What follows belongs to an exercise in optimizing a design on an open flow for a short achievable clock period and few clock cycles; a production flow would make more cautious choices. No run shown here included a check of the RTL's function; only the layout flow was run. Power and IR drop assume default switching activity.

File: flow/config.mk
export PLATFORM = sky130hd
export DESIGN_NAME = cpu_pipeline
export DESIGN_NICKNAME = cpu_pipeline
export VERILOG_FILES = /design/flow/design.v
export SDC_FILE = /design/flow/constraint.sdc
export NUM_CORES = 8
export LEC_CHECK = 0
export CAP_MARGIN = 40
export CORE_MARGIN = 2
export CORE_UTILIZATION = 40
export CTS_CLUSTER_DIAMETER = 100
export CTS_CLUSTER_SIZE = 20
export PLACE_DENSITY = 0.6
export SETUP_SLACK_MARGIN = 5
export SLEW_MARGIN = 40
File: flow/constraint.sdc
create_clock -name core_clock -period 13.0 [get_ports {clk}]
set_input_delay 2.6000 -clock core_clock [delete_from_list [all_inputs] [get_ports {clk}]]
set_output_delay 2.6000 -clock core_clock [all_outputs]
set_load 0.01 [all_outputs]
File: flow/design.v
module ALU (
    input  [31:0] A,
    input  [31:0] B,
    input  [4:0]  sh,
    input  arith,                
    input  sub,                  
    input  op_slt, op_sltu,
    input  op_and, op_or, op_xor, op_nor, op_passb,
    input  op_sll, op_srl, op_sra,
    output [31:0] S
);
wire [31:0] Bx = B ^ {32{sub}};
wire [31:0] p0 = A ^ Bx;
wire [31:0] g0 = A & Bx;
wire [32*6-1:0] G, P;
assign G[31:0] = {g0[31:1], g0[0] | (p0[0] & sub)};
assign P[31:0] = p0;
genvar i, l;
generate
for (l = 0; l < 5; l = l + 1) begin : lv
    for (i = 0; i < 32; i = i + 1) begin : b
        if (i < (1 << l)) begin : pass
            assign G[32*(l+1)+i] = G[32*l+i];
            assign P[32*(l+1)+i] = P[32*l+i];
        end else begin : op
            assign G[32*(l+1)+i] = G[32*l+i] | (P[32*l+i] & G[32*l+i-(1<<l)]);
            assign P[32*(l+1)+i] = P[32*l+i] & P[32*l+i-(1<<l)];
        end
    end
end
endgenerate
wire [31:0] c = G[32*5 +: 32];               
wire [31:0] shl = B << sh;
wire [31:0] shr = B >> sh;
wire [31:0] sra = shr | ({32{B[31]}} & ~(32'hffff_ffff >> sh));
wire [31:0] other = ({32{op_and}}   & (A & B))
                  | ({32{op_or}}    & (A | B))
                  | ({32{op_xor}}   & (A ^ B))
                  | ({32{op_nor}}   & ~(A | B))
                  | ({32{op_passb}} & B)
                  | ({32{op_sll}}   & shl)
                  | ({32{op_srl}}   & shr)
                  | ({32{op_sra}}   & sra);
wire [31:1] s0 = ({31{arith}} &  p0[31:1]) | other[31:1];    
wire [31:1] s1 = ({31{arith}} & ~p0[31:1]) | other[31:1];    
assign S[31:1] = (s0 & ~c[30:0]) | (s1 & c[30:0]);
wire base0 = (arith & (p0[0] ^ sub)) | other[0];
wire t0 = base0 | (op_slt & (p0[31] | A[31]))  | (op_sltu & ~g0[31]);               
wire t1 = base0 | (op_slt & ~p0[31] & A[31])   | (op_sltu & ~g0[31] & ~p0[31]);    
assign S[0] = c[30] ? t1 : t0;
endmodule
module KSAdd #(parameter W = 30) (
    input  [W-1:0] a,
    input  [W-1:0] b,
    input          cin,
    output [W-1:0] s
);
wire [W-1:0] p0 = a ^ b;
wire [W-1:0] g0 = a & b;
localparam L = (W <= 1) ? 1 : (W <= 2) ? 1 : (W <= 4) ? 2 : (W <= 8) ? 3 : (W <= 16) ? 4 : (W <= 32) ? 5 : 6;
wire [W*(L+1)-1:0] G, P;
assign G[W-1:0] = {g0[W-1:1], g0[0] | (p0[0] & cin)};
assign P[W-1:0] = p0;
genvar i, l;
generate
for (l = 0; l < L; l = l + 1) begin : lv
    for (i = 0; i < W; i = i + 1) begin : b
        if (i < (1 << l)) begin : pass
            assign G[W*(l+1)+i] = G[W*l+i];
            assign P[W*(l+1)+i] = P[W*l+i];
        end else begin : op
            assign G[W*(l+1)+i] = G[W*l+i] | (P[W*l+i] & G[W*l+i-(1<<l)]);
            assign P[W*(l+1)+i] = P[W*l+i] & P[W*l+i-(1<<l)];
        end
    end
end
endgenerate
wire [W-1:0] c = G[W*L +: W];                
assign s = p0 ^ {c[W-2:0], cin};
endmodule
module ALUControl (
    input  [31:0] ir,
    output op_add, op_sub, op_slt, op_sltu,
    output op_and, op_or, op_xor, op_nor, op_passb,
    output op_sll, op_srl, op_sra
);
wire [5:0] op = ir[31:26];
wire [5:0] fn = ir[5:0];
wire is_r = (op == 6'h00);
assign op_add   = (is_r & (fn == 6'h20 | fn == 6'h21)) | op == 6'h08 | op == 6'h09 |
                  op == 6'h23 | op == 6'h2b;
assign op_sub   = is_r & (fn == 6'h22 | fn == 6'h23);
assign op_slt   = (is_r & fn == 6'h2a) | op == 6'h0a;
assign op_sltu  = (is_r & fn == 6'h2b) | op == 6'h0b;
assign op_and   = (is_r & fn == 6'h24) | op == 6'h0c;
assign op_or    = is_r & fn == 6'h25;
assign op_xor   = is_r & fn == 6'h26;
assign op_nor   = is_r & fn == 6'h27;
assign op_passb = op == 6'h0f | op == 6'h03 | (is_r & fn == 6'h09);
assign op_sll   = is_r & fn == 6'h00;
assign op_srl   = is_r & fn == 6'h02;
assign op_sra   = is_r & fn == 6'h03;
endmodule
module Control (
    input  [31:0] ir,
    output        uses_rs,       
    output        uses_rt,       
    output        b_rt,          
    output        b_sext,        
    output        b_zext,        
    output        b_lui,         
    output        b_pc4,         
    output        writes,        
    output [4:0]  dst,           
    output        is_lw,
    output        is_sw,
    output        is_beq,
    output        is_bne,
    output        is_blez,
    output        is_bgtz,
    output        is_bgez,
    output        is_br,         
    output        is_j,          
    output        is_jr,         
    output        is_jalr,       
    output        is_call,       
    output        is_ctl         
);
wire [5:0] op = ir[31:26];
wire [5:0] fn = ir[5:0];
wire [4:0] rt = ir[20:16];
wire [4:0] rd = ir[15:11];
wire is_r    = (op == 6'h00);
wire r_alu   = is_r & (fn == 6'h20 | fn == 6'h21 | fn == 6'h22 | fn == 6'h23 |
                       fn == 6'h24 | fn == 6'h25 | fn == 6'h26 | fn == 6'h27 |
                       fn == 6'h2a | fn == 6'h2b);
wire r_sh    = is_r & (fn == 6'h00 | fn == 6'h02 | fn == 6'h03);
assign is_jr   = is_r & (fn == 6'h08);
assign is_jalr = is_r & (fn == 6'h09);
wire i_sext  = (op == 6'h08) | (op == 6'h09) | (op == 6'h0a) | (op == 6'h0b);
wire i_andi  = (op == 6'h0c);
wire i_lui   = (op == 6'h0f);
assign is_lw   = (op == 6'h23);
assign is_sw   = (op == 6'h2b);
assign is_beq  = (op == 6'h04);
assign is_bne  = (op == 6'h05);
assign is_blez = (op == 6'h06);
assign is_bgtz = (op == 6'h07);
assign is_bgez = (op == 6'h01);
assign is_br   = is_beq | is_bne | is_blez | is_bgtz | is_bgez;
wire   is_jal  = (op == 6'h03);
assign is_j    = (op == 6'h02) | is_jal;
assign is_call = is_jal | is_jalr;
assign is_ctl  = is_br | is_j | is_jr | is_jalr;
assign uses_rs = r_alu | is_jr | is_jalr | i_sext | i_andi | is_lw | is_sw | is_br;
assign uses_rt = r_alu | r_sh | is_sw | is_beq | is_bne;
assign b_rt   = r_alu | r_sh | is_beq | is_bne;
assign b_sext = i_sext | is_lw | is_sw;
assign b_zext = i_andi;
assign b_lui  = i_lui;
assign b_pc4  = is_call;
assign writes = r_alu | r_sh | is_jalr | i_sext | i_andi | i_lui | is_lw | is_jal;
assign dst    = is_jal ? 5'd31 : (is_r ? rd : rt);
endmodule
module RegisterFile (
    input         clk,
    input         rst_n,
    input         we,
    input  [4:0]  wa,
    input  [31:0] wd,
    input  [31:0] ra1,           
    input  [31:0] ra2,           
    output [31:0] rd1,
    output [31:0] rd2
);
reg  [31:0] rf [1:31];
wire [31:0] q1 [0:31];
wire [31:0] q2 [0:31];
assign q1[0] = 32'd0;
assign q2[0] = 32'd0;
genvar i;
generate
for (i = 1; i < 32; i = i + 1) begin : g
    assign q1[i] = q1[i-1] | (rf[i] & {32{ra1[i]}});
    assign q2[i] = q2[i-1] | (rf[i] & {32{ra2[i]}});
    always @(posedge clk or negedge rst_n) begin
        if (~rst_n)
            rf[i] <= 32'd0;
        else if (we && wa == i)
            rf[i] <= wd;
    end
end
endgenerate
assign rd1 = q1[31];
assign rd2 = q2[31];
endmodule
module IF_BTB #(parameter N = 16, parameter TW = 12) (
    input clk,
    input rst_n,
    input  [TW-1:0] f_tag,
    output [N-1:0]  hit,         
    output          pt,          
    output          plx,         
    output [TW-1:0] ptgt,        
    input           upd,
    input           u_taken,
    input  [TW-1:0] u_tag,
    input  [TW-1:0] u_tgt,
    input           l_upd,       
    input  [N-1:0]  l_hit,       
    input           l_taken
);
reg  [N-1:0]  v;
reg  [N-1:0]  tv;                
reg  [TW-1:0] tag  [0:N-1];
reg  [TW-1:0] tgt  [0:N-1];
reg  [1:0]    ctr  [0:N-1];
reg  [3:0]    cnt  [0:N-1];      
reg  [3:0]    trip [0:N-1];
reg  [3:0]    rr;              
wire [N-1:0] hitnz, hitlx, um;
wire [TW-1:0] tsel [0:N];
assign tsel[0] = {TW{1'b0}};
wire alloc_any = upd & u_taken & ~(|um);
genvar i;
generate
for (i = 0; i < N; i = i + 1) begin : g
    wire [3:0] cnt1 = (cnt[i] == 4'd15) ? 4'd15 : cnt[i] + 4'd1;
    wire lx_now = tv[i] & (cnt[i] == trip[i]);
    wire lx_t   = tv[i] & (cnt1 == trip[i]);      
    wire lx_nt  = (cnt[i] == 4'd0);               
    wire pend   = l_upd & l_hit[i];
    wire lx     = pend ? (l_taken ? lx_t : lx_nt) : lx_now;
    assign hit[i]    = v[i] & (tag[i] == f_tag);
    assign hitnz[i]  = hit[i] & (|ctr[i]) & ~lx;
    assign hitlx[i]  = hit[i] & (|ctr[i]) & lx;
    assign um[i]     = v[i] & (tag[i] == u_tag);
    assign tsel[i+1] = tsel[i] | ({TW{hit[i]}} & tgt[i]);
    wire alloc = alloc_any & (rr == i);
    always @(posedge clk) begin
        if (alloc) begin
            tag[i]   <= u_tag;
            tgt[i]   <= u_tgt;
            ctr[i]   <= 2'd2;
        end else if (upd & um[i]) begin
            if (u_taken) begin
                tgt[i]   <= u_tgt;
                if (ctr[i] != 2'd3) ctr[i] <= ctr[i] + 2'd1;
            end else begin
                if (ctr[i] != 2'd0) ctr[i] <= ctr[i] - 2'd1;
            end
        end
    end
    always @(posedge clk) begin
        if (alloc) begin
            cnt[i] <= 4'd1;
        end else if (l_upd & l_hit[i]) begin
            if (l_taken) begin
                cnt[i] <= cnt1;
            end else begin
                trip[i] <= cnt[i];
                cnt[i]  <= 4'd0;
            end
        end
    end
    always @(posedge clk or negedge rst_n) begin
        if (~rst_n) begin
            tv[i] <= 1'b0;
        end else if (alloc) begin
            tv[i] <= 1'b0;
        end else if (l_upd & l_hit[i] & ~l_taken) begin
            tv[i] <= 1'b1;
        end
    end
end
endgenerate
assign pt   = |hitnz;
assign plx  = |hitlx;
assign ptgt = tsel[N];
always @(posedge clk or negedge rst_n) begin
    if (~rst_n) begin
        v  <= {N{1'b0}};
        rr <= 0;
    end else if (alloc_any) begin
        v[rr] <= 1'b1;
        rr    <= rr + 1'b1;
    end
end
endmodule
module IDForward (
    input  [4:0] r,
    input        e_rw,
    input  [4:0] e_dst,
    output       sel_em
);
assign sel_em = e_rw & (e_dst == r);
endmodule
module BranchCond (
    input  [31:0] m,             
    input  [31:0] ra,            
    input  [31:0] rb,            
    input  [31:0] pnpc,          
    input  a_m,                  
    input  b_m,                  
    input  is_beq, is_bne, is_blez, is_bgtz, is_bgez,
    output taken,
    output jr_ne                 
);
wire eq_mr = (m == rb);
wire eq_rm = (ra == m);
wire eq_rr = (ra == rb);
wire eq = a_m ? (b_m | eq_mr) : (b_m ? eq_rm : eq_rr);
wire zero = a_m ? (m == 32'd0) : (ra == 32'd0);
wire neg  = a_m ? m[31] : ra[31];
assign jr_ne = a_m ? (m != pnpc) : (ra != pnpc);
assign taken = (is_beq  & eq)
             | (is_bne  & ~eq)
             | (is_blez & (neg | zero))
             | (is_bgtz & ~neg & ~zero)
             | (is_bgez & ~neg);
endmodule
module MEM (
    input         is_lw,
    input  [31:0] alu_res,
    input  [31:0] rdata,
    output [31:0] res
);
assign res = is_lw ? rdata : alu_res;
endmodule
module cpu_pipeline (
    input clk,           
    input rst_n,         
    output [31:0] imem_addr,     
    input  [31:0] imem_rdata,    
    output [31:0] dmem_addr,     
    output [31:0] dmem_wdata,    
    output        dmem_we,       
    input  [31:0] dmem_rdata     
);
reg  [31:0] pc;
reg         d_valid;
reg  [31:0] d_ir, d_pc4, d_pnpc;
reg  [11:0] d_tag;
reg  [15:0] d_hit;
reg  [31:0] d_rs_oh, d_rt_oh;    
reg         d_pt, d_lx;
reg  [31:0] e_a, e_b, e_sd, e_pc4, e_bt, e_pnpc;
reg  [4:0]  e_sh, e_dst;
reg  [11:0] e_tag;
reg  [15:0] e_hit;
reg         e_rw, e_lw, e_sw, e_br, e_jr, e_jalr;
reg         e_kill;              
reg         e_beq, e_bne, e_blez, e_bgtz, e_bgez;
reg         e_pt, e_ptok;
reg         e_a_m, e_a_r, e_b_m, e_b_r, e_s_m, e_s_r;
reg         e_ac_m, e_bc_m;      
reg         e_add, e_sub, e_slt, e_sltu, e_and, e_or, e_xor, e_nor, e_passb;
reg         e_sll, e_srl, e_sra;
reg  [31:0] m_res, m_sd;
reg         m_we, m_rw, m_lw;
reg  [4:0]  m_dst;
reg  [31:0] w_res;
reg         w_rw;
reg  [4:0]  w_dst;
reg  [31:0] pci, ma;
reg  [31:0] ra;
reg         u_upd, u_taken;
reg         l_upd, l_taken;
reg  [15:0] l_hit;
reg  [11:0] u_tag, u_tgt;
wire        taken, jr_ne;
wire        e_rwv   = e_rw   & ~e_kill;
wire        e_lwv   = e_lw   & ~e_kill;
wire        e_swv   = e_sw   & ~e_kill;
wire        e_brv   = e_br   & ~e_kill;
wire        e_jrxv  = (e_jr | e_jalr) & ~e_kill;
wire        e_jalrv = e_jalr & ~e_kill;
wire [31:0] pcx = pci;
wire [31:0] f_pc4 = {pcx[31], pcx[30:0] + 31'd4};
wire        f_pt, f_plx;
wire [15:0] f_hit;
wire [11:0] f_ptgt;
IF_BTB #(.N(16), .TW(12)) BTB (
    .clk    (clk),
    .rst_n  (rst_n),
    .f_tag  (pcx[13:2]),
    .hit    (f_hit),
    .pt     (f_pt),
    .plx    (f_plx),
    .ptgt   (f_ptgt),
    .upd    (u_upd),
    .u_taken(u_taken),
    .u_tag  (u_tag),
    .u_tgt  (u_tgt),
    .l_upd  (l_upd),
    .l_hit  (l_hit),
    .l_taken(l_taken)
);
wire        d_call;
wire [31:0] ras   = (d_valid & d_call) ? d_pc4 : ra;
wire        f_j   = (imem_rdata[31:27] == 5'b00001);
wire        f_jr  = (imem_rdata[31:26] == 6'h00) & (imem_rdata[5:0] == 6'h08);
wire [31:0] f_jt  = {f_pc4[31:28], imem_rdata[25:0], 2'b00};
wire        f_sel_j  = f_j;
wire        f_sel_jr = ~f_j & f_jr;
wire        f_sel_bt = ~f_j & ~f_jr & f_pt;
wire        f_sel_p4 = ~f_j & ~f_jr & ~f_pt;
wire [31:0] f_btgt   = {pcx[31:14], f_ptgt, 2'b00};
wire [31:0] f_npc = ({32{f_sel_j}}  & f_jt)   | ({32{f_sel_jr}} & ras) |
                    ({32{f_sel_bt}} & f_btgt) | ({32{f_sel_p4}} & f_pc4);
wire        f_ptk = f_j | f_jr | f_pt;
assign imem_addr = {~pc[31], pc[30:0]};
wire [31:0] f_rs_oh = 32'd1 << imem_rdata[25:21];
wire [31:0] f_rt_oh = 32'd1 << imem_rdata[20:16];
wire [4:0]  d_rs  = d_ir[25:21];
wire [4:0]  d_rt  = d_ir[20:16];
wire [15:0] d_imm = d_ir[15:0];
wire d_uses_rs, d_uses_rt, d_b_rt, d_b_sext, d_b_zext, d_b_lui, d_b_pc4, d_writes;
wire [4:0] d_dst;
wire d_lw, d_sw, d_beq, d_bne, d_blez, d_bgtz, d_bgez, d_br, d_j, d_jr, d_jalr, d_ctl;
Control C1 (
    .ir     (d_ir),
    .uses_rs(d_uses_rs),
    .uses_rt(d_uses_rt),
    .b_rt   (d_b_rt),
    .b_sext (d_b_sext),
    .b_zext (d_b_zext),
    .b_lui  (d_b_lui),
    .b_pc4  (d_b_pc4),
    .writes (d_writes),
    .dst    (d_dst),
    .is_lw  (d_lw),
    .is_sw  (d_sw),
    .is_beq (d_beq),
    .is_bne (d_bne),
    .is_blez(d_blez),
    .is_bgtz(d_bgtz),
    .is_bgez(d_bgez),
    .is_br  (d_br),
    .is_j   (d_j),
    .is_jr  (d_jr),
    .is_jalr(d_jalr),
    .is_call(d_call),
    .is_ctl (d_ctl)
);
wire d_add, d_sub, d_slt, d_sltu, d_and, d_or, d_xor, d_nor, d_passb, d_sll, d_srl, d_sra;
ALUControl AC1 (
    .ir      (d_ir),
    .op_add  (d_add),
    .op_sub  (d_sub),
    .op_slt  (d_slt),
    .op_sltu (d_sltu),
    .op_and  (d_and),
    .op_or   (d_or),
    .op_xor  (d_xor),
    .op_nor  (d_nor),
    .op_passb(d_passb),
    .op_sll  (d_sll),
    .op_srl  (d_srl),
    .op_sra  (d_sra)
);
wire [31:0] rf_rs, rf_rt;
RegisterFile RF (
    .clk  (clk),
    .rst_n(rst_n),
    .we   (w_rw),
    .wa   (w_dst),
    .wd   (w_res),
    .ra1  (d_rs_oh),
    .ra2  (d_rt_oh),
    .rd1  (rf_rs),
    .rd2  (rf_rt)
);
wire [31:0] m_out;
wire d_rs_m = m_rw && m_dst == d_rs;
wire d_rt_m = m_rw && m_dst == d_rt;
wire d_rs_w = w_rw && w_dst == d_rs;
wire d_rt_w = w_rw && w_dst == d_rt;
wire [31:0] d_rsv = d_rs_m ? m_out : d_rs_w ? w_res : rf_rs;
wire [31:0] d_rtv = d_rt_m ? m_out : d_rt_w ? w_res : rf_rt;
wire d_rw = d_writes & (d_dst != 5'd0);
wire stall = d_valid & e_lwv &
             ((d_uses_rs & (e_dst == d_rs)) | (d_uses_rt & (e_dst == d_rt)));
wire [31:2] d_bts;
KSAdd #(.W(30)) BTA (
    .a  (d_pc4[31:2]),
    .b  ({{14{d_imm[15]}}, d_imm}),
    .cin(1'b0),
    .s  (d_bts)
);
wire [31:0] d_bt = {d_bts, d_pc4[1:0]};
wire [31:0] d_off = {{14{d_imm[15]}}, d_imm, 2'b00};
wire red_b  = d_br & ~d_pt & ~d_lx & d_imm[15];   
wire red_nc = d_pt & ~d_ctl;                      
wire d_red  = d_valid & (red_b | red_nc);
wire [31:0] d_rtgt = red_b ? d_bt : d_pc4;
wire a_em, b_em;
IDForward FA (.r(d_rs), .e_rw(e_rwv), .e_dst(e_dst), .sel_em(a_em));
IDForward FB (.r(d_rt), .e_rw(e_rwv), .e_dst(e_dst), .sel_em(b_em));
wire [31:0] d_bval = d_b_rt   ? d_rtv :
                     d_b_sext ? {{16{d_imm[15]}}, d_imm} :
                     d_b_zext ? {16'd0, d_imm} :
                     d_b_lui  ? {d_imm, 16'd0} :
                                d_pc4;
wire [31:0] A  = ({32{e_a_m}} & m_res) | ({32{e_a_r}} & e_a);
wire [31:0] B  = ({32{e_b_m}} & m_res) | ({32{e_b_r}} & e_b);
wire [31:0] SD = ({32{e_s_m}} & m_res) | ({32{e_s_r}} & e_sd);
wire [31:0] e_res;
ALU A1 (
    .A(A), .B(B), .sh(e_sh),
    .arith(e_add), .sub(e_sub), .op_slt(e_slt), .op_sltu(e_sltu),
    .op_and(e_and), .op_or(e_or), .op_xor(e_xor), .op_nor(e_nor), .op_passb(e_passb),
    .op_sll(e_sll), .op_srl(e_srl), .op_sra(e_sra),
    .S(e_res)
);
BranchCond BC (
    .m(m_res), .ra(e_a), .rb(e_b), .pnpc(e_pnpc),
    .a_m(e_ac_m), .b_m(e_bc_m),
    .is_beq(e_beq), .is_bne(e_bne), .is_blez(e_blez), .is_bgtz(e_bgtz), .is_bgez(e_bgez),
    .taken(taken), .jr_ne(jr_ne)
);
wire mis_br  = e_brv & (taken ? ~e_ptok : e_pt);   
wire mis_jr  = e_jrxv & jr_ne;                      
wire e_mis   = mis_br | mis_jr;    
MEM MEM1 (.is_lw(m_lw), .alu_res(m_res), .rdata(dmem_rdata), .res(m_out));
assign dmem_addr  = ma;
assign dmem_wdata = m_sd;
assign dmem_we    = m_we;
wire d_go = d_valid & ~stall;             
wire        e_sel_a  = mis_jr;
wire        e_sel_bt = e_brv & taken & ~e_ptok;
wire        e_sel_p4 = e_brv & ~taken & e_pt;
wire        e_keep   = ~(e_sel_a | e_sel_bt | e_sel_p4);
wire        d_sel_f  = ~stall & ~d_red;
wire [31:0] pc_next = ({32{e_sel_a}}  & A) | ({32{e_sel_bt}} & e_bt) | ({32{e_sel_p4}} & e_pc4) |
                      ({32{e_keep & stall}}             & pcx)    |
                      ({32{e_keep & ~stall & d_red}}    & d_rtgt) |
                      ({32{e_keep & d_sel_f & f_sel_j}}  & f_jt)   |
                      ({32{e_keep & d_sel_f & f_sel_jr}} & ras)    |
                      ({32{e_keep & d_sel_f & f_sel_bt}} & f_btgt) |
                      ({32{e_keep & d_sel_f & f_sel_p4}} & f_pc4);
wire [31:0] pc_next_i = ({32{e_sel_a}}  & A) | ({32{e_sel_bt}} & e_bt) | ({32{e_sel_p4}} & e_pc4) |
                        ({32{e_keep}} & (d_red ? d_rtgt : f_npc));
always @(posedge clk or negedge rst_n) begin
    if (~rst_n) begin
        pc      <= 32'h0000_0000;
        pci     <= 32'h8000_0000;
        d_valid <= 1'b0;
    end else begin
        pc      <= {~pc_next[31], pc_next[30:0]};
        if (~stall)
            pci <= pc_next_i;
        d_valid <= ~e_mis & (stall | ~d_red);
    end
end
always @(posedge clk) begin
    if (~stall) begin
        d_ir   <= imem_rdata;
        d_rs_oh <= f_rs_oh;
        d_rt_oh <= f_rt_oh;
        d_tag  <= pcx[13:2];
        d_pc4  <= f_pc4;
        d_pnpc <= f_npc;
        d_pt   <= f_ptk;
        d_lx   <= f_plx;
        d_hit  <= f_hit;
    end
end
always @(posedge clk or negedge rst_n) begin
    if (~rst_n) begin
        ra <= 32'd0;
    end else if (d_valid & d_call) begin
        ra <= d_pc4;
    end
end
always @(posedge clk or negedge rst_n) begin
    if (~rst_n) begin
        e_rw <= 1'b0; e_lw <= 1'b0; e_sw <= 1'b0;
        e_br <= 1'b0; e_jr <= 1'b0; e_jalr <= 1'b0;
        e_kill <= 1'b0;
    end else begin
        e_rw    <= d_go & d_rw;
        e_lw    <= d_go & d_lw & d_rw;
        e_sw    <= d_go & d_sw;
        e_br    <= d_go & d_br;
        e_jr    <= d_go & d_jr;
        e_jalr  <= d_go & d_jalr;
        e_kill  <= e_mis;
    end
end
always @(posedge clk) begin
    e_a    <= d_rsv;
    e_b    <= d_bval;
    e_sd   <= d_rtv;
    e_sh   <= d_ir[10:6];
    e_dst  <= d_dst;
    e_pc4  <= d_pc4;
    e_bt   <= d_bt;
    e_pnpc <= d_red ? d_rtgt : d_pnpc;
    e_pt   <= d_pt | red_b;
    e_ptok <= red_b | (d_pt & ((d_pc4 ^ d_off ^ d_pnpc) ==
                               {((d_pc4[30:0] & d_off[30:0]) | ((d_pc4[30:0] | d_off[30:0]) & ~d_pnpc[30:0])), 1'b0}));
    e_tag  <= d_tag;
    e_hit  <= d_hit;
    e_beq  <= d_beq; e_bne <= d_bne; e_blez <= d_blez; e_bgtz <= d_bgtz; e_bgez <= d_bgez;
    e_a_m  <= a_em;
    e_ac_m <= a_em & (d_br | d_jr | d_jalr);
    e_bc_m <= b_em & d_br;
    e_a_r  <= ~a_em;
    e_b_m  <= b_em & d_b_rt;
    e_b_r  <= ~(b_em & d_b_rt);
    e_s_m  <= b_em;
    e_s_r  <= ~b_em;
    e_add <= d_add | d_sub; e_sub <= d_sub | d_slt | d_sltu; e_slt <= d_slt; e_sltu <= d_sltu;
    e_and <= d_and; e_or <= d_or; e_xor <= d_xor; e_nor <= d_nor; e_passb <= d_passb;
    e_sll <= d_sll; e_srl <= d_srl; e_sra <= d_sra;
end
always @(posedge clk or negedge rst_n) begin
    if (~rst_n) begin
        u_upd <= 1'b0;
        l_upd <= 1'b0;
    end else begin
        u_upd <= e_brv | e_jalrv;
        l_upd <= e_brv;
    end
end
always @(posedge clk) begin
    u_taken <= ~e_br | taken;
    l_taken <= taken;
    l_hit   <= e_hit;
    u_tgt   <= e_jalr ? A[13:2] : e_bt[13:2];
    u_tag   <= e_tag;
end
always @(posedge clk or negedge rst_n) begin
    if (~rst_n) begin
        m_we <= 1'b0;
        m_rw <= 1'b0;
    end else begin
        m_we <= e_swv;
        m_rw <= e_rwv;
    end
end
always @(posedge clk or negedge rst_n) begin
    if (~rst_n) begin
        ma <= 32'd0;
    end else begin
        ma <= e_res;
    end
end
always @(posedge clk) begin
    m_res <= e_res;
    m_sd  <= SD;
    m_lw  <= e_lwv;
    m_dst <= e_dst;
end
always @(posedge clk or negedge rst_n) begin
    if (~rst_n) begin
        w_rw <= 1'b0;
    end else begin
        w_rw <= m_rw;
    end
end
always @(posedge clk) begin
    w_res <= m_out;
    w_dst <= m_dst;
end
endmodule
File: flow/flow/run.sh
#!/bin/bash
# Layout flow: the standard flow (standard.sh: ORFS with the standard
# synthesis), with two changes to how the layout is made; the constraints
# (constraint.sdc) are unchanged:
#  - timing repair aims at a larger setup slack margin, so that it works
#    towards the period the design can reach rather than the design's 13 ns;
#  - after global placement, flow/outbuf.tcl moves each output port's buffer
#    next to the register that feeds it (detailed placement legalizes it).
# Each tool's log is in orfs/logs/; make's own output is in flow_make.log.
set -euo pipefail
MARGIN=${MARGIN:-9}
sed -e "s|SETUP_SLACK_MARGIN=[-0-9.]*|SETUP_SLACK_MARGIN=$MARGIN POST_GLOBAL_PLACE_TCL=$PWD/flow/outbuf.tcl|" standard.sh > standard_margin.sh
grep -q "SETUP_SLACK_MARGIN=$MARGIN" standard_margin.sh
bash standard_margin.sh finish > flow_make.log 2>&1
File: flow/flow/outbuf.tcl
# Move the buffer of each output port, and any inverter or buffer between
# it and the register that feeds it, next to that register, so that the
# buffer, not the register, drives the wire to the pin. Detailed placement
# legalizes the moved cells afterwards.
proc outbuf_driver {inst} {
  foreach it [$inst getITerms] {
    if {[$it isInputSignal] && [$it getNet] != "NULL"} {
      foreach jt [[$it getNet] getITerms] {
        if {[$jt isOutputSignal]} { return [$jt getInst] }
      }
    }
  }
  return ""
}
proc outbuf_is_single {inst} {
  set n 0
  foreach it [$inst getITerms] {
    if {[$it isInputSignal] && [$it getNet] != "NULL"} { incr n }
  }
  set m [[$inst getMaster] getName]
  return [expr {$n == 1 && [regexp {__(inv|buf|clkbuf|clkinv)_} $m]}]
}
set block [ord::get_db_block]
set moved 0
foreach bterm [$block getBTerms] {
  if {[$bterm getIoType] != "OUTPUT"} { continue }
  set net [$bterm getNet]
  if {$net == "NULL"} { continue }
  set buf ""
  foreach it [$net getITerms] {
    if {[$it isOutputSignal]} { set buf [$it getInst] }
  }
  if {$buf == ""} { continue }
  set chain [list $buf]
  set src [outbuf_driver $buf]
  while {$src != "" && [outbuf_is_single $src] && [llength $chain] < 4} {
    lappend chain $src
    set src [outbuf_driver $src]
  }
  if {$src == ""} { continue }
  set loc [$src getLocation]
  foreach c $chain {
    $c setLocation [lindex $loc 0] [lindex $loc 1]
    incr moved
  }
}
puts "outbuf: moved $moved cells next to the registers that drive the outputs"
File: flow/standard.sh
#!/bin/bash
# synth_recipe.tcl (not shown) runs the flow's synth.tcl, then flattens the netlist and writes it again
# the make line also repeats each setting of config.mk as NAME=value (left out here)
make -C /OpenROAD-flow-scripts/flow DESIGN_CONFIG=/design/flow/config.mk WORK_HOME=/design/flow/orfs CLKGATE_MAP_FILE= SYNTH_SCRIPT=/design/flow/synth_recipe.tcl "${@:-finish}"
==> results of run 1 <==
==> kinds of logic after synthesis <==
kind of cell,Yosys count
AOI/OAI and AO/OA,2519
adders and majority gates,225
xor gates and xnor gates,754
and+or+nand+nor,2179
muxes,1251
buffers and inverters,1119
DFF,2305
==> Yosys cell counts (29+ instances only) <==
cell and count:
dfrtp_1 1168, mux2_2 1027, edfxtp_1 636, clkbuf_1 592
xnor2_1 575, nand2_1 570, dfxtp_1 500, nor2_1 478
a22oi_1 477, a22o_1 371, a21oi_1 323, a221oi_1 319
nand4_1 302, inv_1 273, o21ai_0 270, nand3_1 249
mux2i_1 215, ha_1 195, xor2_1 179, nor3_1 148
o211ai_1 127, buf_1 100, a222oi_1 87, a31oi_1 86
buf_2 83, nor4_1 67, a21o_1 60, nand2b_1 55
buf_4 52, o22ai_1 49, and3_1 46, or2_2 45
and2_1 44, nand3b_1 37, o21ai_1 35, fa_1 30
a211o_1 29, nor2b_1 29
==> per-stage QoR <==
stage	power, mW	hold WS (ns)	cell area (sq um)	worst slack, ns	std cells
finish	19.3	0.305	129000	8.78	14200
global route	19.9	0.309	129000	8.80	14200
CTS	19.0	0.310	127000	8.82	14100
detailed placement	14.2	0.312	122000	7.32	13800
global placement	14.2	0.310	122000	7.39	13700
floorplan	12.1	0.310	116000	8.25	10400
==> report_power, final <==
part | internal, mW | switching (mW)
clock | 2.12 | 2.70
sequential | 8.30 | 0.923
combinational | 1.91 | 3.38
==> worst max path at each step <==
stage	start	to	slack, ns	cells after the start
after floorplan	d_ir[26]$_DFFE_PN_	d_hit[0]$_DFFE_PN_	8.25	7
after global placement	imem_rdata[31]	pc[11]$_DFF_PN0_	7.39	9
after detailed placement	imem_rdata[31]	pc[11]$_DFF_PN0_	7.32	9
after CTS	d_ir[14]$_DFFE_PN_	pc[27]$_DFF_PN0_	8.82	11
after global routing	d_ir[13]$_DFFE_PN_	pc[27]$_DFF_PN0_	8.80	11
final	d_ir[13]$_DFFE_PN_	pc[27]$_DFF_PN0_	8.78	11
==> flip-flops by register name (all words and copies together), names as in the netlist, 64 cells and up <==
register	cells
BTB.cnt	64
BTB.tgt	192
BTB.tag	192
BTB.trip	64
RF.rf	992
==> critical path: cells and delay by family (launching register included) <==
family                   cells  cell delay [ns]
buffers and inverters        1             0.29
adder cells (fa/ha/maj)      1             0.52
AND/OR/NAND/NOR              4             1.30
flip-flops                   1             0.69
XOR/XNOR                     1             0.17
AO/OA/AOI/OAI                4             1.10
==> cell type report <==
class                   count  area, sq um  area share [%]
flip-flops and latches   2305        58500            45.5
inverters                 280         1120           0.868
well taps                3781         4730            3.68
diodes                     12         30.0          0.0233
repair buffers            621         5850            4.54
clock inverters            21          246           0.192
clock buffers             234         3930            3.05
multi-input cells        6931        54300            42.2
==> metal layers <==
| layer | track usage (%) | up-vias | share of wire, % |
|---|---|---|---|
| met1 | 45.0 | 48500 | 38 |
| met4 | 22.8 | 22 | 8.2 |
| met5 | 0.230 | - | 0.034 |
| li1 | - | 38600 | - |
| met2 | 49.0 | 7600 | 41 |
| met3 | 11.3 | 2023 | 13 |
==> repair_timing <==
item                       in CTS  in global routing
hold endpoints to repair        0                  0
gates resized for setup       628                120
setup endpoints to repair     507                385
buffers inserted               57                 82
gates cloned                    4                  5
pin swaps                      17                 24
==> impl_metrics.yaml, run 1 <==
logic_synthesis:
  async_flop_share_pct: 50.7
  synth.area.top_cells: "dfrtp_1, edfxtp_1, mux2_2"
  ys_types: 112
  synth_fa_ha_area_share_pct: 2.62
  synth-seq-cells: 2305
  synth_top_family_by_area: "compound AO/OA/AOI/OAI gates"
  yosysWarnings: 9
  synth_top_area_cell: "dfrtp_1"
  yosys.area.top_type_share_pct: 25.2
  avgSynthCellArea_sq_um: 11.2
  synth-xor-area-share_pct: 5.70
  synth_fp_nets: 10600
  synth_compound_area_share_pct: 16.1
  muxShareOfSynthArea_pct: 12.0
  ys.flop_type: "dfrtp_1"
  synth_edf_count: 636
  netlist_instances: 10400
  synth_seq_area_share_pct: 50.3
  netlist_area_sq_mm: 0.116
  synth-simple-area-share_pct: 9.31
power:
  p_per_area_mw_per_mm2: 150
  peakVddDrop_mv: 0.106
  leakagePower_nw: 53.0
worst_setup_path:
  cp-end-kind: "flop"
  worstSetupStartpointType: "flop"
  crit_chain: "inv_1 -> ha_1 -> nand2_1 -> or3_1 -> o2bb2ai_2 -> a21boi_1 -> o21ai_0 -> xnor2_1 -> o211ai_1 -> and3_1 -> or3b_1"
  r2r_slack_ns: 8.78
  timing.rr.start: "d_ir[13]$_DFFE_PN_"
  worstSetupPathType: "reg -> reg"
  crit_path_top_delay_cell: "edfxtp_1"
  crit_arrival_ns: 4.96
  cp.required_ns: 13.74
  r2r_cells: 11
  timing.rr.end: "pc[27]$_DFF_PN0_"
  slowest_delay_ns: 0.69
  worstPathMaxFanout: 7
floorplan:
  start_util_pct: 40.2
  core_sq_mm: 0.288
  die_area_sq_mm: 0.294
  io_pins: 163
  rows: 197
  die_x_um: 542
  die-height_um: 542
routing:
  post_drt_wl_per_cell_um: 37.2
  drc: 0
  vias: 96700
  first_pass_iters: 10
  via_per_inst: 6.82
  drtAntennaViolNets: 0
  drt_wl_total_mm: 528
  drtIter0Drc: 16000
sta:
  finalSetupTns_ns: 0
  slew_headroom_pct: 30.2
  fin_crit_ns: 4.22
  max_freq_ghz: 0.237
  rsz0062_at_grt: "true"
  finalCritPeriodShare_pct: 32.4
  tightest_slew_ns: 1.04
  finalSetupViolations: 0
  skew_ns: 0.112
  hold_violations: 0
  slew_viol_final: 0
placed_design:
  port_buffers: 162
  dp_hpwl_mm: 333
grt:
  antenna_found_initial: 29
  grt_pass1_wl_mm: 727
  grt_pass1_vias: 92400
  grt_max_degree: 152
  track_usage_pct: 34.6
  overflow: 0
cts:
  cts_tree: "done"
  cts_sinks: 2305
  cts_made_buffers: 141
  cts-root-buf: "clkbuf_16"
  clk_pin_slew_worst_paths_ns: 0.09
  clk_latency_ns: 0.92
  hold_buffers: 0
  cts_buffer_depth: 4
  htreeDepth: 4
hold_path:
  hold_end: "u_tag[7]$_DFF_P_"
  min_path_cells: 0
  min-delay-path-class: "reg -> reg"
  min-delay-start: "e_tag[7]$_DFF_P_"
cells_and_area:
  n_fill_cell: 26600
  drive_gt1_share_pct: 20.7
  layout_common_cells: "dfrtp_1, mux2_2, edfxtp_1"
  post-route-util_pct: 44.7
  final_net_count: 10600
  synthToLayoutAreaGrowth_pct: 11.0
  final_common_cell: "dfrtp_1"
run:
  drv_cap: 0
outcome:
  outcome: "complete, no violations"
==> run 2: changes to the inputs <==
--- a/flow/design.v
+++ b/flow/design.v
@@ -2,5 +2,6 @@
     input  [31:0] A,
     input  [31:0] B,
-    input  [4:0]  sh,
+    input  [3:0]  shh,           
+    input  [7:0]  shl,           
     input  arith,                
     input  sub,                  
@@ -31,7 +32,24 @@
 endgenerate
 wire [31:0] c = G[32*5 +: 32];               
-wire [31:0] shl = B << sh;
-wire [31:0] shr = B >> sh;
-wire [31:0] sra = shr | ({32{B[31]}} & ~(32'hffff_ffff >> sh));
+wire        fill = op_sra & B[31];
+wire [31:0] fillw = {32{fill}};
+wire [38:0] r1 = ({39{shh[0]}} & {fillw[6:0], B})
+               | ({39{shh[1]}} & {fillw[14:0], B[31:8]})
+               | ({39{shh[2]}} & {fillw[22:0], B[31:16]})
+               | ({39{shh[3]}} & {fillw[30:0], B[31:24]});
+wire [31:0] l1 = ({32{shh[0]}} & B)
+               | ({32{shh[1]}} & {B[23:0], 8'd0})
+               | ({32{shh[2]}} & {B[15:0], 16'd0})
+               | ({32{shh[3]}} & {B[7:0], 24'd0});
+reg  [31:0] shr_r, shl_r;
+integer j;
+always @(*) begin
+    shr_r = 32'd0;
+    shl_r = 32'd0;
+    for (j = 0; j < 8; j = j + 1) begin
+        shr_r = shr_r | ({32{shl[j]}} & r1[j +: 32]);
+        shl_r = shl_r | ({32{shl[j]}} & (l1 << j));
+    end
+end
 wire [31:0] other = ({32{op_and}}   & (A & B))
                   | ({32{op_or}}    & (A | B))
@@ -39,7 +57,6 @@
                   | ({32{op_nor}}   & ~(A | B))
                   | ({32{op_passb}} & B)
-                  | ({32{op_sll}}   & shl)
-                  | ({32{op_srl}}   & shr)
-                  | ({32{op_sra}}   & sra);
+                  | ({32{op_sll}}   & shl_r)
+                  | ({32{op_srl | op_sra}} & shr_r);
 wire [31:1] s0 = ({31{arith}} &  p0[31:1]) | other[31:1];    
 wire [31:1] s1 = ({31{arith}} & ~p0[31:1]) | other[31:1];    
@@ -209,5 +226,9 @@
     input           l_upd,       
     input  [N-1:0]  l_hit,       
-    input           l_taken
+    input           l_taken,
+    input           l_az,        
+    input  [7:0]    l_a,         
+    input           l_small,     
+    input           l_beq, l_bne, l_blez, l_bgtz, l_bgez
 );
 reg  [N-1:0]  v;
@@ -219,4 +240,10 @@
 reg  [3:0]    trip [0:N-1];
 reg  [3:0]    rr;              
+reg  [N-1:0]  sv;                
+reg  [N-1:0]  stv;               
+reg  [7:0]    lst  [0:N-1];      
+reg  [N-1:0]  vpv;               
+reg  [N-1:0]  vp1, vp2;          
+reg  [7:0]    lasta [0:N-1];     
 wire [N-1:0] hitnz, hitlx, um;
 wire [TW-1:0] tsel [0:N];
@@ -232,7 +259,8 @@
     wire pend   = l_upd & l_hit[i];
     wire lx     = pend ? (l_taken ? lx_t : lx_nt) : lx_now;
+    wire vp     = pend ? vp2[i] : vp1[i];
     assign hit[i]    = v[i] & (tag[i] == f_tag);
-    assign hitnz[i]  = hit[i] & (|ctr[i]) & ~lx;
-    assign hitlx[i]  = hit[i] & (|ctr[i]) & lx;
+    assign hitnz[i]  = hit[i] & (vpv[i] ? vp : ((|ctr[i]) & ~lx));
+    assign hitlx[i]  = hit[i] & (vpv[i] ? ~vp : ((|ctr[i]) & lx));
     assign um[i]     = v[i] & (tag[i] == u_tag);
     assign tsel[i+1] = tsel[i] | ({TW{hit[i]}} & tgt[i]);
@@ -264,4 +292,38 @@
         end
     end
+    wire [7:0] st = l_a - lasta[i];
+    wire [7:0] n1 = l_a + st;
+    wire [7:0] n2 = n1 + st;
+    wire c1 = (l_beq & (n1 == 8'd0)) | (l_bne & (n1 != 8'd0)) |
+              (l_blez & (n1[7] | (n1 == 8'd0))) | (l_bgtz & ~n1[7] & (n1 != 8'd0)) |
+              (l_bgez & ~n1[7]);
+    wire c2 = (l_beq & (n2 == 8'd0)) | (l_bne & (n2 != 8'd0)) |
+              (l_blez & (n2[7] | (n2 == 8'd0))) | (l_bgtz & ~n2[7] & (n2 != 8'd0)) |
+              (l_bgez & ~n2[7]);
+    always @(posedge clk) begin
+        if ((alloc | (l_upd & l_hit[i])) & l_az) begin
+            lasta[i] <= l_a;
+        end
+        if (l_upd & l_hit[i] & l_az) begin
+            lst[i] <= st;
+            vp1[i] <= c1;
+            vp2[i] <= c2;
+        end
+    end
+    always @(posedge clk or negedge rst_n) begin
+        if (~rst_n) begin
+            sv[i]  <= 1'b0;
+            stv[i] <= 1'b0;
+            vpv[i] <= 1'b0;
+        end else if (alloc) begin
+            sv[i]  <= l_upd & l_az;
+            stv[i] <= 1'b0;
+            vpv[i] <= 1'b0;
+        end else if (l_upd & l_hit[i]) begin
+            sv[i]  <= l_az;
+            stv[i] <= l_az & sv[i];
+            vpv[i] <= l_az & l_small & sv[i] & stv[i] & (st == lst[i]) & l_taken;
+        end
+    end
     always @(posedge clk or negedge rst_n) begin
         if (~rst_n) begin
@@ -345,6 +407,10 @@
 reg  [31:0] d_rs_oh, d_rt_oh;    
 reg         d_pt, d_lx;
+reg         d_stall;             
+reg         d_redb, d_rednc;     
 reg  [31:0] e_a, e_b, e_sd, e_pc4, e_bt, e_pnpc;
-reg  [4:0]  e_sh, e_dst;
+reg  [4:0]  e_dst;
+reg  [3:0]  e_shh;               
+reg  [7:0]  e_shl;               
 reg  [11:0] e_tag;
 reg  [15:0] e_hit;
@@ -352,4 +418,5 @@
 reg         e_kill;              
 reg         e_beq, e_bne, e_blez, e_bgtz, e_bgez;
+reg         e_rt0;               
 reg         e_pt, e_ptok;
 reg         e_a_m, e_a_r, e_b_m, e_b_r, e_s_m, e_s_r;
@@ -358,4 +425,5 @@
 reg         e_sll, e_srl, e_sra;
 reg  [31:0] m_res, m_sd;
+reg  [31:0] m_cmpn;              
 reg         m_we, m_rw, m_lw;
 reg  [4:0]  m_dst;
@@ -367,4 +435,7 @@
 reg         u_upd, u_taken;
 reg         l_upd, l_taken;
+reg         l_az, l_beq, l_bne, l_blez, l_bgtz, l_bgez;
+reg  [7:0]  l_a;
+reg         l_small;
 reg  [15:0] l_hit;
 reg  [11:0] u_tag, u_tgt;
@@ -395,10 +466,14 @@
     .l_upd  (l_upd),
     .l_hit  (l_hit),
-    .l_taken(l_taken)
+    .l_taken(l_taken),
+    .l_az   (l_az),
+    .l_a    (l_a),
+    .l_small(l_small),
+    .l_beq  (l_beq), .l_bne(l_bne), .l_blez(l_blez), .l_bgtz(l_bgtz), .l_bgez(l_bgez)
 );
 wire        d_call;
 wire [31:0] ras   = (d_valid & d_call) ? d_pc4 : ra;
 wire        f_j   = (imem_rdata[31:27] == 5'b00001);
-wire        f_jr  = (imem_rdata[31:26] == 6'h00) & (imem_rdata[5:0] == 6'h08);
+wire        f_jr  = (imem_rdata[31:26] == 6'h00) & ~imem_rdata[5] & imem_rdata[3] & ~imem_rdata[0];
 wire [31:0] f_jt  = {f_pc4[31:28], imem_rdata[25:0], 2'b00};
 wire        f_sel_j  = f_j;
@@ -411,4 +486,15 @@
 wire        f_ptk = f_j | f_jr | f_pt;
 assign imem_addr = {~pc[31], pc[30:0]};
+wire f_uses_rs, f_uses_rt, f_br, f_ctl;
+Control C0 (
+    .ir     (imem_rdata),
+    .uses_rs(f_uses_rs),
+    .uses_rt(f_uses_rt),
+    .b_rt   (), .b_sext (), .b_zext (), .b_lui  (), .b_pc4  (), .writes (), .dst    (),
+    .is_lw  (), .is_sw  (), .is_beq (), .is_bne (), .is_blez(), .is_bgtz(), .is_bgez(),
+    .is_br  (f_br),
+    .is_j   (), .is_jr  (), .is_jalr(), .is_call(),
+    .is_ctl (f_ctl)
+);
 wire [31:0] f_rs_oh = 32'd1 << imem_rdata[25:21];
 wire [31:0] f_rt_oh = 32'd1 << imem_rdata[20:16];
@@ -480,18 +566,21 @@
 wire [31:0] d_rtv = d_rt_m ? m_out : d_rt_w ? w_res : rf_rt;
 wire d_rw = d_writes & (d_dst != 5'd0);
-wire stall = d_valid & e_lwv &
-             ((d_uses_rs & (e_dst == d_rs)) | (d_uses_rt & (e_dst == d_rt)));
-wire [31:2] d_bts;
-KSAdd #(.W(30)) BTA (
-    .a  (d_pc4[31:2]),
-    .b  ({{14{d_imm[15]}}, d_imm}),
+wire stall = d_valid & d_stall;
+wire [17:2] d_btl;
+wire        d_btc;
+KSAdd #(.W(17)) BTA (
+    .a  ({1'b0, d_pc4[17:2]}),
+    .b  ({1'b0, d_imm}),
     .cin(1'b0),
-    .s  (d_bts)
+    .s  ({d_btc, d_btl})
 );
-wire [31:0] d_bt = {d_bts, d_pc4[1:0]};
+wire [31:18] d_hi_p1 = d_pc4[31:18] + 14'd1;
+wire [31:18] d_hi_m1 = d_pc4[31:18] - 14'd1;
+wire [31:18] d_bth = d_imm[15] ? (d_btc ? d_pc4[31:18] : d_hi_m1) :
+                                 (d_btc ? d_hi_p1 : d_pc4[31:18]);
+wire [31:0] d_bt = {d_bth, d_btl, d_pc4[1:0]};
 wire [31:0] d_off = {{14{d_imm[15]}}, d_imm, 2'b00};
-wire red_b  = d_br & ~d_pt & ~d_lx & d_imm[15];   
-wire red_nc = d_pt & ~d_ctl;                      
-wire d_red  = d_valid & (red_b | red_nc);
+wire red_b  = d_redb;                             
+wire d_red  = d_valid & (d_redb | d_rednc);       
 wire [31:0] d_rtgt = red_b ? d_bt : d_pc4;
 wire a_em, b_em;
@@ -508,5 +597,5 @@
 wire [31:0] e_res;
 ALU A1 (
-    .A(A), .B(B), .sh(e_sh),
+    .A(A), .B(B), .shh(e_shh), .shl(e_shl),
     .arith(e_add), .sub(e_sub), .op_slt(e_slt), .op_sltu(e_sltu),
     .op_and(e_and), .op_or(e_or), .op_xor(e_xor), .op_nor(e_nor), .op_passb(e_passb),
@@ -515,5 +604,5 @@
 );
 BranchCond BC (
-    .m(m_res), .ra(e_a), .rb(e_b), .pnpc(e_pnpc),
+    .m(~m_cmpn), .ra(e_a), .rb(e_b), .pnpc(e_pnpc),
     .a_m(e_ac_m), .b_m(e_bc_m),
     .is_beq(e_beq), .is_bne(e_bne), .is_blez(e_blez), .is_bgtz(e_bgtz), .is_bgez(e_bgez),
@@ -522,5 +611,5 @@
 wire mis_br  = e_brv & (taken ? ~e_ptok : e_pt);   
 wire mis_jr  = e_jrxv & jr_ne;                      
-wire e_mis   = mis_br | mis_jr;    
+wire e_mis   = mis_br | mis_jr;
 MEM MEM1 (.is_lw(m_lw), .alu_res(m_res), .rdata(dmem_rdata), .res(m_out));
 assign dmem_addr  = ma;
@@ -528,18 +617,10 @@
 assign dmem_we    = m_we;
 wire d_go = d_valid & ~stall;             
-wire        e_sel_a  = mis_jr;
-wire        e_sel_bt = e_brv & taken & ~e_ptok;
-wire        e_sel_p4 = e_brv & ~taken & e_pt;
-wire        e_keep   = ~(e_sel_a | e_sel_bt | e_sel_p4);
-wire        d_sel_f  = ~stall & ~d_red;
-wire [31:0] pc_next = ({32{e_sel_a}}  & A) | ({32{e_sel_bt}} & e_bt) | ({32{e_sel_p4}} & e_pc4) |
-                      ({32{e_keep & stall}}             & pcx)    |
-                      ({32{e_keep & ~stall & d_red}}    & d_rtgt) |
-                      ({32{e_keep & d_sel_f & f_sel_j}}  & f_jt)   |
-                      ({32{e_keep & d_sel_f & f_sel_jr}} & ras)    |
-                      ({32{e_keep & d_sel_f & f_sel_bt}} & f_btgt) |
-                      ({32{e_keep & d_sel_f & f_sel_p4}} & f_pc4);
-wire [31:0] pc_next_i = ({32{e_sel_a}}  & A) | ({32{e_sel_bt}} & e_bt) | ({32{e_sel_p4}} & e_pc4) |
-                        ({32{e_keep}} & (d_red ? d_rtgt : f_npc));
+wire [31:0] e_tgt   = e_jrxv ? A : (taken ? e_bt : e_pc4);
+wire [31:0] pc_rest = ({32{stall}}           & pcx)    |
+                      ({32{~stall & d_red}}  & d_rtgt) |
+                      ({32{~stall & ~d_red}} & f_npc);
+wire [31:0] pc_next = e_mis ? e_tgt : pc_rest;
+wire [31:0] pc_next_i = ({32{e_mis}} & e_tgt) | ({32{~e_mis}} & (d_red ? d_rtgt : f_npc));
 always @(posedge clk or negedge rst_n) begin
     if (~rst_n) begin
@@ -554,6 +635,17 @@
     end
 end
+always @(posedge clk or negedge rst_n) begin
+    if (~rst_n) begin
+        d_stall <= 1'b0;
+    end else begin
+        d_stall <= d_go & d_lw & d_rw &
+                   ((f_uses_rs & (imem_rdata[25:21] == d_dst)) |
+                    (f_uses_rt & (imem_rdata[20:16] == d_dst)));
+    end
+end
 always @(posedge clk) begin
     if (~stall) begin
+        d_redb  <= f_br & ~f_ptk & ~f_plx & imem_rdata[15];
+        d_rednc <= f_ptk & ~f_ctl;
         d_ir   <= imem_rdata;
         d_rs_oh <= f_rs_oh;
@@ -593,9 +685,10 @@
     e_b    <= d_bval;
     e_sd   <= d_rtv;
-    e_sh   <= d_ir[10:6];
+    e_shh  <= 4'd1 << d_ir[10:9];
+    e_shl  <= 8'd1 << d_ir[8:6];
     e_dst  <= d_dst;
     e_pc4  <= d_pc4;
     e_bt   <= d_bt;
-    e_pnpc <= d_red ? d_rtgt : d_pnpc;
+    e_pnpc <= d_pnpc;       
     e_pt   <= d_pt | red_b;
     e_ptok <= red_b | (d_pt & ((d_pc4 ^ d_off ^ d_pnpc) ==
@@ -603,4 +696,5 @@
     e_tag  <= d_tag;
     e_hit  <= d_hit;
+    e_rt0  <= (d_rt == 5'd0);
     e_beq  <= d_beq; e_bne <= d_bne; e_blez <= d_blez; e_bgtz <= d_bgtz; e_bgez <= d_bgez;
     e_a_m  <= a_em;
@@ -628,4 +722,8 @@
     u_taken <= ~e_br | taken;
     l_taken <= taken;
+    l_a     <= A[7:0];
+    l_small <= (A[31:7] == 25'd0) | (A[31:7] == {25{1'b1}});
+    l_az    <= e_blez | e_bgtz | e_bgez | ((e_beq | e_bne) & e_rt0);
+    l_beq   <= e_beq; l_bne <= e_bne; l_blez <= e_blez; l_bgtz <= e_bgtz; l_bgez <= e_bgez;
     l_hit   <= e_hit;
     u_tgt   <= e_jalr ? A[13:2] : e_bt[13:2];
@@ -649,5 +747,6 @@
 end
 always @(posedge clk) begin
-    m_res <= e_res;
+    m_res  <= e_res;
+    m_cmpn <= ~e_res;
     m_sd  <= SD;
     m_lw  <= e_lwv;
==> impl_metrics.yaml, run 2 <==
outcome:
  outcome: "complete, no violations"
cells_and_area:
  stdcell_area_sq_mm: 0.167
  synthToLayoutAreaGrowth_pct: 14.5
  final_net_count: 14200
  seq_area_sq_mm: 0.0695
  n_fill_cell: 33400
  final_common_cell: "dfrtp_1"
  top_regs: "RF.rf: 992 flops, BTB.tag: 192 flops, BTB.tgt: 192 flops"
  largest_reg_flops: 992
  layout_common_cells: "dfrtp_1, mux2_2, edfxtp_1"
  multi_input_area_sq_mm: 0.0750
  regMostFlops: "RF.rf"
  drive_gt1_share_pct: 23.0
grt:
  track_usage_pct: 32.1
  antenna_found_initial: 47
  grt_pass1_wl_mm: 860
  grt_pass1_vias: 114000
  overflow: 0
  grt_max_degree: 136
cts:
  clk_latency_ns: 0.97
  cts_made_buffers: 161
  cts_buffer_depth: 4
  cts-root-buf: "clkbuf_16"
  cts_tree: "done"
  cts_sinks: 2698
  clk_pin_slew_worst_paths_ns: 0.09
  htreeDepth: 4
sta:
  skew_ns: 0.105
  hold_violations: 0
  finalSetupTns_ns: 0
  fin_crit_ns: 4.34
  tightest_slew_ns: 1.05
  rsz0062_at_grt: "true"
  slew_headroom_pct: 30.1
  finalCritPeriodShare_pct: 33.4
  finalSetupViolations: 0
  max_freq_ghz: 0.230
  slew_viol_final: 0
routing:
  post_drt_wl_per_cell_um: 33.7
  drtAntennaViolNets: 0
  wirelength_met1_mm: 234
  via_per_inst: 6.57
  first_pass_iters: 12
  drc: 0
  drt_wl_total_mm: 622
  wl_met2_mm: 262
  drtIter0Drc: 17700
  routed-wl-met3_mm: 76.8
  top_layer: "met5"
  vias: 121000
logic_synthesis:
  synth_most_common_cell: "dfrtp_1"
  synth_seq_area_share_pct: 47.6
  yosysWarnings: 12
  yosys.area.top_type_share_pct: 20.9
  netlist_area_sq_mm: 0.146
  synth_commonest_cells: "dfrtp_1, mux2_2, edfxtp_1, xnor2_1, clkbuf_1"
  synth_edf_count: 925
  synth_top_area_cell: "dfrtp_1"
  avgSynthCellArea_sq_um: 10.9
  synth_fp_nets: 14000
  ys_types: 112
  synth-seq-cells: 2698
  async_flop_share_pct: 45.1
  ys.flop_type: "dfrtp_1"
  netlist_instances: 13400
  synth.area.top_cells: "dfrtp_1, edfxtp_1, mux2_2"
worst_setup_path:
  worstSetupPathType: "reg -> reg"
  cp.required_ns: 13.65
  cp-end-kind: "flop"
  worstSetupStartpointType: "flop"
  worstPathMaxFanout: 8
  crit_arrival_ns: 4.99
power:
  leakagePower_nw: 69.2
  power.internal_mw: 14.5
  p_sw_share_pct: 35.7
  p_per_area_mw_per_mm2: 135
  seq_power_share_pct: 47.6
  p_sw_mw: 8.07
  comb_power_share_pct: 27.6
  peakVddDrop_mv: 0.137
  pwr-share-clk_pct: 24.8
floorplan:
  die-height_um: 608
  die_x_um: 608
  core_sq_mm: 0.363
  die_area_sq_mm: 0.370
  rows: 221
  io_pins: 163
  start_util_pct: 40.2
hold_path:
  min-delay-path-class: "reg -> reg"
placed_design:
  port_buffers: 162
  postPlaceCellArea_sq_mm: 0.153
  dp_hpwl_mm: 377
run:
  drv_cap: 0
==> run 2: changes by cell type after synthesis, moves of 78 or more <==
cell | before | now
edfxtp_1 | 636 | 925
xnor2_1 | 575 | 855
o21ai_0 | 270 | 376
nand3_1 | 249 | 396
ha_1 | 195 | 491
clkbuf_1 | 592 | 745
nor4_1 | 67 | 145
a21oi_1 | 323 | 512
nand2_1 | 570 | 701
inv_1 | 273 | 619
xor2_1 | 179 | 339
a22oi_1 | 477 | 648
o21bai_1 | 15 | 119
==> run 2: power groups by stage <==
stage / combinational (mW) / sequential, mW / clock [mW]
after floorplan: 3.85 / 10.3 / 0
after global placement: 5.42 / 10.9 / 0
after detailed placement: 5.52 / 10.9 / 0
after CTS: 5.79 / 10.7 / 5.62
after global routing: 6.56 / 10.8 / 5.90
final: 6.23 / 10.8 / 5.61
==> run 2: worst max-delay path, stage by stage (launching register included) <==
cell,delay [ns]
dfxtp_4,0.35
buf_12,0.16
clkinv_16,0.11
buf_6,0.11
ha_4,0.13
inv_4,0.04
fa_2,0.63
inv_2,0.07
fa_2,0.57
inv_2,0.06
ha_4,0.26
a21o_1,0.13
a21oi_2,0.07
buf_4,0.13
buf_4,0.12
buf_4,0.12
xnor2_1,0.12
nand3_1,0.14
nor4_2,0.30
o21bai_1,0.11
a221o_1,0.34
==> run 2: routing by layer <==
layer,track usage [%],vias to the layer above
met5,0.0517,-
met4,20.1,28
met3,9.54,2187
met2,47.2,8246
met1,41.2,60700
li1,-,50200
==> run 2: layout make-up <==
type	instances	area share [%]
antenna	32	0.0480
clock buffer	273	2.77
clock inverter	18	0.103
inverter	621	1.47
multi-input combinational	9096	44.9
sequential	2698	41.6
tap	4794	3.59
timing repair buffer	951	5.44
timing repair inverter	2	0.0232
==> run 2: logic make-up (layout without fill, tap and decap cells) <==
kind of cell / Yosys count / count (layout) / share of synthesized area (%)
fa+ha+maj: 569 / 569 / 5.28
simple gates: 2854 / 2858 / 10.1
compound gates: 3270 / 3270 / 16.4
mux: 1193 / 1193 / 9.08
buf+inv: 1581 / 1865 / 4.31
xor+xnor: 1206 / 1206 / 7.35
flops: 2698 / 2698 / 47.6
other cells: 0 / 32 / 0
==> run 2: what timing repair did <==
action | CTS | global route
resized for setup | 1099 | 447
endpoints found under the setup margin | 738 | 312
buffers inserted | 284 | 136
hold buffers | 0 | 0
cloned | 13 | 10
pin swaps | 308 | 301
==> run 2: path summary, 6_finish.rpt <==
check,startpoint,to,slack (ns),depth (start not counted)
min in group asynchronous,rst_n,RF.rf[9][25]$_DFFE_PN0P_,1.58,1
max in group asynchronous,rst_n,pci[10]$_DFFE_PN0N_,9.24,4
min reg2reg,e_tag[3]$_DFF_P_,u_tag[3]$_DFF_P_,0.33,0
max,l_a[0]$_DFF_P_,BTB.vp2[12]$_DFFE_PP_,8.66,20
max reg2reg,l_a[0]$_DFF_P_,BTB.vp2[12]$_DFFE_PP_,8.66,20
min,e_tag[3]$_DFF_P_,u_tag[3]$_DFF_P_,0.33,0
==> run 2: through the flow <==
stage | power, mW | util (%) | worst slack, ns | hold slack, ns | std cells
after floorplan | 14.1 | - | 8.44 | 0.310 | 13400
after global placement | 16.3 | 42.2 | 6.93 | 0.310 | 17700
after detailed placement | 16.4 | 42.3 | 6.98 | 0.312 | 17700
after CTS | 22.1 | 45.0 | 8.72 | 0.325 | 18300
after global routing | 23.3 | 46.0 | 8.51 | 0.333 | 18500
final | 22.6 | 46.0 | 8.66 | 0.326 | 18500
==> run 3: changes to the inputs <==
--- a/flow/design.v
+++ b/flow/design.v
@@ -250,4 +250,26 @@
 assign tsel[0] = {TW{1'b0}};
 wire alloc_any = upd & u_taken & ~(|um);
+reg  [7:0] l_last, l_lst;
+reg        l_sv, l_stv;
+integer k;
+always @(*) begin
+    l_last = 8'd0; l_lst = 8'd0; l_sv = 1'b0; l_stv = 1'b0;
+    for (k = 0; k < N; k = k + 1) begin
+        l_last = l_last | ({8{l_hit[k]}} & lasta[k]);
+        l_lst  = l_lst  | ({8{l_hit[k]}} & lst[k]);
+        l_sv   = l_sv   | (l_hit[k] & sv[k]);
+        l_stv  = l_stv  | (l_hit[k] & stv[k]);
+    end
+end
+wire [7:0] l_st = l_a - l_last;
+wire [7:0] l_n1 = l_a + l_st;
+wire [7:0] l_n2 = l_n1 + l_st;
+wire l_c1 = (l_beq & (l_n1 == 8'd0)) | (l_bne & (l_n1 != 8'd0)) |
+            (l_blez & (l_n1[7] | (l_n1 == 8'd0))) | (l_bgtz & ~l_n1[7] & (l_n1 != 8'd0)) |
+            (l_bgez & ~l_n1[7]);
+wire l_c2 = (l_beq & (l_n2 == 8'd0)) | (l_bne & (l_n2 != 8'd0)) |
+            (l_blez & (l_n2[7] | (l_n2 == 8'd0))) | (l_bgtz & ~l_n2[7] & (l_n2 != 8'd0)) |
+            (l_bgez & ~l_n2[7]);
+wire l_vpv = l_az & l_small & l_sv & l_stv & (l_st == l_lst) & l_taken;
 genvar i;
 generate
@@ -292,13 +314,4 @@
         end
     end
-    wire [7:0] st = l_a - lasta[i];
-    wire [7:0] n1 = l_a + st;
-    wire [7:0] n2 = n1 + st;
-    wire c1 = (l_beq & (n1 == 8'd0)) | (l_bne & (n1 != 8'd0)) |
-              (l_blez & (n1[7] | (n1 == 8'd0))) | (l_bgtz & ~n1[7] & (n1 != 8'd0)) |
-              (l_bgez & ~n1[7]);
-    wire c2 = (l_beq & (n2 == 8'd0)) | (l_bne & (n2 != 8'd0)) |
-              (l_blez & (n2[7] | (n2 == 8'd0))) | (l_bgtz & ~n2[7] & (n2 != 8'd0)) |
-              (l_bgez & ~n2[7]);
     always @(posedge clk) begin
         if ((alloc | (l_upd & l_hit[i])) & l_az) begin
@@ -306,7 +319,7 @@
         end
         if (l_upd & l_hit[i] & l_az) begin
-            lst[i] <= st;
-            vp1[i] <= c1;
-            vp2[i] <= c2;
+            lst[i] <= l_st;
+            vp1[i] <= l_c1;
+            vp2[i] <= l_c2;
         end
     end
@@ -322,6 +335,6 @@
         end else if (l_upd & l_hit[i]) begin
             sv[i]  <= l_az;
-            stv[i] <= l_az & sv[i];
-            vpv[i] <= l_az & l_small & sv[i] & stv[i] & (st == lst[i]) & l_taken;
+            stv[i] <= l_az & l_sv;
+            vpv[i] <= l_vpv;
         end
     end
==> impl_metrics.yaml, run 3 <==
outcome:
  outcome: "complete, no violations"
cells_and_area:
  layout_common_cells: "dfrtp_1, mux2_2, edfxtp_1"
  top_regs: "RF.rf: 992 flops, BTB.tag: 192 flops, BTB.tgt: 192 flops"
  synthToLayoutAreaGrowth_pct: 12.8
  multi_input_area_sq_mm: 0.0611
  regMostFlops: "RF.rf"
hold_path:
  hold_end: "u_tag[10]$_DFF_P_"
sta:
  max_freq_ghz: 0.190
  rsz0062_at_grt: "true"
  finalSetupViolations: 0
  skew_ns: 0.0990
  slew_viol_final: 0
  fin_crit_ns: 5.27
  hold_violations: 0
worst_setup_path:
  timing.rr.start: "l_hit[15]$_DFF_P_"
  worstPathMaxFanout: 3
  worstSetupPathType: "reg -> reg"
  timing.rr.end: "BTB.vp2[9]$_DFFE_PP_"
  worstSetupStartpointType: "flop"
  r2r_cells: 23
  cp.required_ns: 13.64
logic_synthesis:
  synth_most_common_cell: "dfrtp_1"
  synth_commonest_cells: "dfrtp_1, mux2_2, edfxtp_1, nand2_1, clkbuf_1"
  async_flop_share_pct: 45.1
  synth-seq-cells: 2698
  avgSynthCellArea_sq_um: 11.3
  synth.area.top_cells: "dfrtp_1, edfxtp_1, mux2_2"
  netlist_instances: 11700
  synth_edf_count: 925
run:
  drv_cap: 0
routing:
  drtAntennaViolNets: 0
  first_pass_iters: 13
  drt_wl_total_mm: 604
grt:
  overflow: 0
  grt_pass1_vias: 106000
  grt_pass1_wl_mm: 830
  grt_max_degree: 132
power:
  p_per_area_mw_per_mm2: 149
floorplan:
  rows: 211
  die_x_um: 580
  die_area_sq_mm: 0.337
  die-height_um: 580
cts:
  clk_latency_ns: 0.94
  cts-root-buf: "clkbuf_16"
  cts_tree: "done"
  cts_buffer_depth: 4
  htreeDepth: 4
  cts_made_buffers: 161
placed_design:
  port_buffers: 162
[run 3: cell count changes after synthesis, sizes merged, moves of 103 or more]
| cell | change |
|---|---|
| a21oi | -197 |
| ha | -300 |
| inv | -298 |
| o21bai | -103 |
| xnor2 | -248 |
| xor2 | -165 |
[run 3: cell families after synthesis]
logic type,after synthesis,share of synthesized area (%)
mux,1168,9.78
xor+xnor,782,5.17
compound gates,2868,16.3
fa+ha+maj,224,2.30
simple gates,2712,10.1
flops,2698,52.3
buf+inv,1294,4.03
[run 3: worst max path at each step]
stage | cells after the start | startpoint | slack [ns] | endpoint
6_report | 23 | l_hit[15]$_DFF_P_ | 7.73 | BTB.vp2[9]$_DFFE_PP_
5_1_grt | 23 | l_hit[15]$_DFF_P_ | 7.62 | BTB.vp2[13]$_DFFE_PP_
4_1_cts | 22 | l_hit[0]$_DFF_P_ | 7.97 | BTB.vp2[12]$_DFFE_PP_
3_5_place_dp | 13 | imem_rdata[31] | 7.04 | pci[15]$_DFFE_PN0N_
3_3_place_gp | 13 | imem_rdata[31] | 6.97 | pci[15]$_DFFE_PN0N_
2_1_floorplan | 21 | l_hit[5]$_DFF_P_ | 8.19 | BTB.vp2[0]$_DFFE_PP_
[run 3: critical path, stage by stage, from the launching register on]
cell      delay [ns]
dfxtp_4         0.36
buf_12          0.14
buf_8           0.12
a22oi_2         0.10
nand2_1         0.07
or4_4           0.55
inv_2           0.09
ha_4            0.19
nor2b_4         0.12
o21ai_2         0.18
a21boi_2        0.10
o21a_1          0.22
or3_4           0.38
and2_4          0.19
ha_4            0.26
xnor2_2         0.14
ha_1            0.33
a21oi_2         0.16
xor2_1          0.20
nand4_1         0.23
buf_4           0.22
o21ai_4         0.28
o221ai_4        0.20
buf_6           0.17
[run 3: cell type report]
| class | count | area share, % |
|---|---|---|
| sequential | 2698 | 46.4 |
| multi-input combinational | 7760 | 40.8 |
| timing repair buffer | 746 | 5.04 |
| tap | 4366 | 3.65 |
| clock buffer | 273 | 3.05 |
| inverter | 324 | 0.859 |
| clock inverter | 16 | 0.155 |
| antenna | 30 | 0.0501 |
| timing repair inverter | 4 | 0.0142 |
[run 3: power by group]
| group | internal [mW] | total, mW | switching, mW |
|---|---|---|---|
| combinational | 2.22 | 6.06 | 3.84 |
| sequential | 9.71 | 10.7 | 1.00 |
| clock | 2.50 | 5.56 | 3.06 |
[run 3: timing repair]
action	CTS	global route
endpoints found under the setup margin	695	594
buffers inserted	113	96
resized for setup	873	228
pin swaps	81	92
gates cloned	18	12
endpoints found under the hold margin	0	0
[run 3: layer usage]
layer	global-route usage (%)	vias to the layer above	share of wire (%)
li1	-	44200	-
met1	44.4	56000	37
met2	49.3	8921	42
met3	10.6	2325	13
met4	22.0	26	8.1
met5	0.397	-	0.036
[run 3: stage by stage]
step	instance area (sq um)	hold slack [ns]	instances	utilization, %	power, mW
3_3_place_gp	139000	0.311	15600	42.2	16.0
3_5_place_dp	140000	0.312	15700	42.4	16.1
6_report	150000	0.323	16200	45.4	22.3
5_1_grt	150000	0.332	16200	45.3	23.0
2_1_floorplan	134000	0.310	11700	-	13.9
4_1_cts	147000	0.328	16100	44.6	21.8

Re-timed with assumed drivers on the ports (clkbuf_16 on the clock, buf_2 on other inputs), run 3 has 7.735 ns of setup slack against 7.735 ns with ideal ports, and 7.735 ns once port delays also move by the mid clock arrival of 0.994 ns.
